This is an optimization exercise on Yosys and OpenROAD, whose aim is small area, not a production implementation.

== lane 5 ==
==> flow/design.v <==
module MIPS_ALU (
    input clk,
    input pipeline_flush_i,
    input r_type_i,
    input [6 - 1 : 0] opcode_i,
    input [6 - 1 : 0] funct_i,
    input [32 - 1 : 0] alu_input1_i,
    input [32 - 1 : 0] alu_input2_i,
    input [32 - 1 : 0] pc_i,
    output overflow_o,
    output zero_o,
    output negative_o,
    output [32 - 1 : 0] alu_result_o
);
    reg overflow;
    reg zero;
    reg negative;
    reg [32 - 1 : 0] alu_result;
    assign alu_result_o = alu_result;
    assign overflow_o = overflow;
    assign zero_o = zero;
    assign negative_o = negative;
    wire [31:0] a = alu_input1_i;
    wire [31:0] b = alu_input2_i;
    wire [5:0] f = funct_i;
    wire [5:0] o = opcode_i;
    wire r_add  = r_type_i & (f == 6'h20);
    wire r_addu = r_type_i & (f == 6'h21);
    wire r_sub  = r_type_i & (f == 6'h22);
    wire r_subu = r_type_i & (f == 6'h23);
    wire r_and  = r_type_i & (f == 6'h24);
    wire r_or   = r_type_i & (f == 6'h25);
    wire r_xor  = r_type_i & (f == 6'h26);
    wire r_nor  = r_type_i & (f == 6'h27);
    wire r_sll  = r_type_i & (f[5:3] == 3'b000) & (f[1:0] == 2'b00);
    wire r_srl  = r_type_i & (f[5:3] == 3'b000) & (f[1:0] == 2'b10);
    wire r_sra  = r_type_i & (f[5:3] == 3'b000) & (f[1:0] == 2'b11);
    wire r_slt  = r_type_i & (f == 6'h2A);
    wire r_jr   = r_type_i & (f == 6'h08);
    wire i_addi  = ~r_type_i & (o == 6'h08);
    wire i_addiu = ~r_type_i & (o == 6'h09);
    wire i_andi  = ~r_type_i & (o == 6'h0C);
    wire i_ori   = ~r_type_i & (o == 6'h0D);
    wire i_xori  = ~r_type_i & (o == 6'h0E);
    wire i_beq   = ~r_type_i & (o == 6'h04);
    wire i_bne   = ~r_type_i & (o == 6'h05);
    wire i_lw    = ~r_type_i & (o == 6'h23);
    wire i_sw    = ~r_type_i & (o == 6'h2B);
    wire op_add  = r_add | r_addu | r_sub | r_subu | i_addi | i_addiu | i_lw | i_sw;
    wire op_and  = r_and | i_andi;
    wire op_or   = r_or | i_ori;
    wire op_xor  = r_xor | i_xori;
    wire op_nor  = r_nor;
    wire op_shr  = r_srl | r_sra | r_jr;
    wire op_shl  = r_sll;
    wire op_cmp  = r_slt | i_beq | i_bne;
    wire sub     = r_sub | r_subu | r_slt | i_beq | i_bne;
    wire wr_res  = op_add | op_and | op_or | op_xor | op_nor | op_shr | op_shl | op_cmp;
    wire wr_ov   = r_add | r_sub | i_addi;
    wire [31:0] bx = b ^ {32{sub}};
    wire [31:0] p = a ^ bx;
    wire [31:0] g = a & bx;
    wire [32:0] c;
    assign c[0] = sub;
    genvar i, k;
    generate for (k = 0; k < 8; k = k + 1) begin : g_cla
        wire [3:0] gg = g[4*k+3:4*k];
        wire [3:0] pp = p[4*k+3:4*k];
        wire ci = c[4*k];
        assign c[4*k+1] = gg[0] | (pp[0] & ci);
        assign c[4*k+2] = gg[1] | (pp[1] & gg[0]) | (pp[1] & pp[0] & ci);
        assign c[4*k+3] = gg[2] | (pp[2] & gg[1]) | (pp[2] & pp[1] & gg[0]) | (pp[2] & pp[1] & pp[0] & ci);
        assign c[4*k+4] = gg[3] | (pp[3] & gg[2]) | (pp[3] & pp[2] & gg[1]) | (pp[3] & pp[2] & pp[1] & gg[0]) | (pp[3] & pp[2] & pp[1] & pp[0] & ci);
    end endgenerate
    wire [31:0] r = p ^ c[31:0];
    wire ov_add = (~r[31] & a[31] & b[31]) | (r[31] & ~a[31] & ~b[31]);
    wire ov_sub = (~r[31] & ~a[31] & b[31]) | (r[31] & a[31] & ~b[31]);
    wire ov = r_add | i_addi ? ov_add : ov_sub;
    wire lt = (a[31] ^ b[31]) ? a[31] : r[31];
    wire eq = &p;
    wire [4:0] sh = b[4:0] & {5{~r_jr}};
    wire fill = r_sra & a[31];
    wire [31:0] x;
    generate for (i = 0; i < 32; i = i + 1) begin : g_rev_in
        assign x[i] = op_shl ? a[31 - i] : a[i];
    end endgenerate
    wire [31:0] z = $signed({fill, x}) >>> sh;
    wire [31:0] zl;
    generate for (i = 0; i < 32; i = i + 1) begin : g_rev_out
        assign zl[i] = z[31 - i];
    end endgenerate
    wire cmp_bit = r_slt ? lt : (eq ^ i_bne);
    wire [31:0] res =
          ({32{op_add}} & r)
        | ({32{op_and}} & g)
        | ({32{op_or}}  & (p | g))
        | ({32{op_xor}} & p)
        | ({32{op_nor}} & ~(p | g))
        | ({32{op_shr}} & z)
        | ({32{op_shl}} & zl)
        | {31'b0, op_cmp & cmp_bit};
    wire hold = ~wr_res;
    always @(posedge clk) begin
        alu_result <= res | ({32{hold}} & alu_result);
        overflow <= (wr_ov & ov) | (~wr_ov & overflow);
        zero <= ((i_beq | i_bne) & eq) | (~(i_beq | i_bne) & zero);
        negative <= (r_slt & lt) | (~r_slt & negative);
    end
endmodule
clock: 6.0 ns
lec_check: 0
cap_margin: 20
core_margin: 2
core_utilization: 40
slew_margin: 20
standard.sh (not shown) runs the stock make flow with config.mk's settings and CLKGATE_MAP_FILE= SYNTH_SCRIPT=/design/flow/synth_recipe.tcl, a recipe that flattens the netlist after the stock synthesis.
==> flow/flow/run.sh <==
#!/bin/bash
# Own layout flow: the standard flow (standard.sh), with
#  - an area-oriented ABC mapping script for synthesis (flow/abc_area.script),
#  - port buffers built from the smallest buffer cell,
#  - power recovery (gate downsizing) after global routing.
# Each tool's full output stays in the ORFS logs under orfs/logs; make's output goes to make.log.
set -uo pipefail
W=$(pwd)
rm -rf "$W/scripts_local"
cp -r "$FLOW_HOME/scripts" "$W/scripts_local"
cp "$W/flow/abc_area.script" "$W/scripts_local/abc_area.script"
bash standard.sh SCRIPTS_DIR="$W/scripts_local" ABC_AREA=1 \
  "BUFFER_PORTS_ARGS=-buffer_cell sky130_fd_sc_hd__buf_1" \
  RECOVER_POWER=100 finish > "$W/make.log" 2>&1
rc=$?
tail -40 "$W/make.log"
exit $rc
==> flow/flow/abc_area.script <==
&get -n
&st
&dch
&nf -p
&put
topo
stime -c
Lane 5 | stages: all done | timing, DRC, antenna: all pass
Relative to lane 5, the following input files were edited for lane 3:
- CAP_MARGIN: 20 -> 0
- GPL_TIMING_DRIVEN: unset -> 0
- SLEW_MARGIN: 20 -> 0
--- a/flow/flow/run.sh
+++ b/flow/flow/run.sh
@@ -4,0 +5 @@
+#  - no full-adder extraction before ABC,
@@ -14 +15 @@
-  RECOVER_POWER=100 finish > "$W/make.log" 2>&1
+  RECOVER_POWER=100 ADDER_MAP_FILE= finish > "$W/make.log" 2>&1
Findings:
Lane 3 ends up with a met2 wire length that is about 0.8% lower than in lane 5. Adder and majority gate portion of the synthesized area was higher in the run labelled lane 5. Global-route usage ended up 2.7 points higher on lane 3 than on lane 5. When lane 3 is set beside lane 5, its synthesized cell count turns out to be 3 larger. In lane 3 the implementation ran to completion but is not tape-out ready, as the final checks report capacitance limit, slew limit. In summary, lane 5 completed successfully, with a layout that passed the timing, DRC and antenna checks. For the iteration-0 DRC count of the detailed router, lane 3 came in 200 higher than lane 5 did.
Function was not checked in any run of this note: the RTL went through the layout flow alone.

==> afterwards: timing with drivers on the ports <==
How much do the figures lean on ideal ports? The routed layouts below were timed once more, with nothing changed but the port constraints.
Step 1 (the two cells are an assumption about what drives the block):
set clk [get_ports {clk}]
set_driving_cell -lib_cell sky130_fd_sc_hd__clkbuf_16 $clk
set_driving_cell -lib_cell sky130_fd_sc_hd__buf_2 [delete_from_list [all_inputs] $clk]
Step 2, shift: input delay + t, output delay - t, t = (earliest + latest rising clock arrival at the registers) / 2. This alone moves slack from input paths to output paths.
Three values: ideal, step 1, step 2; two values: the first two.
| run | t (ns) | setup slack, ns | worst setup path after step 2 | worst slew at a driven data input, ns |
|---|---|---|---|---|
| lane 5 | 0.337 | 0.429 / 0.451 / 0.115 | input to register | 0.05 |
| lane 3 | 0.345 | 0.124 / 0.146 / -0.199 | input to register | 0.04 |
The setup slack of lane 3, which loses most, moves by +0.022 ns with the drivers and by -0.323 ns with both steps.
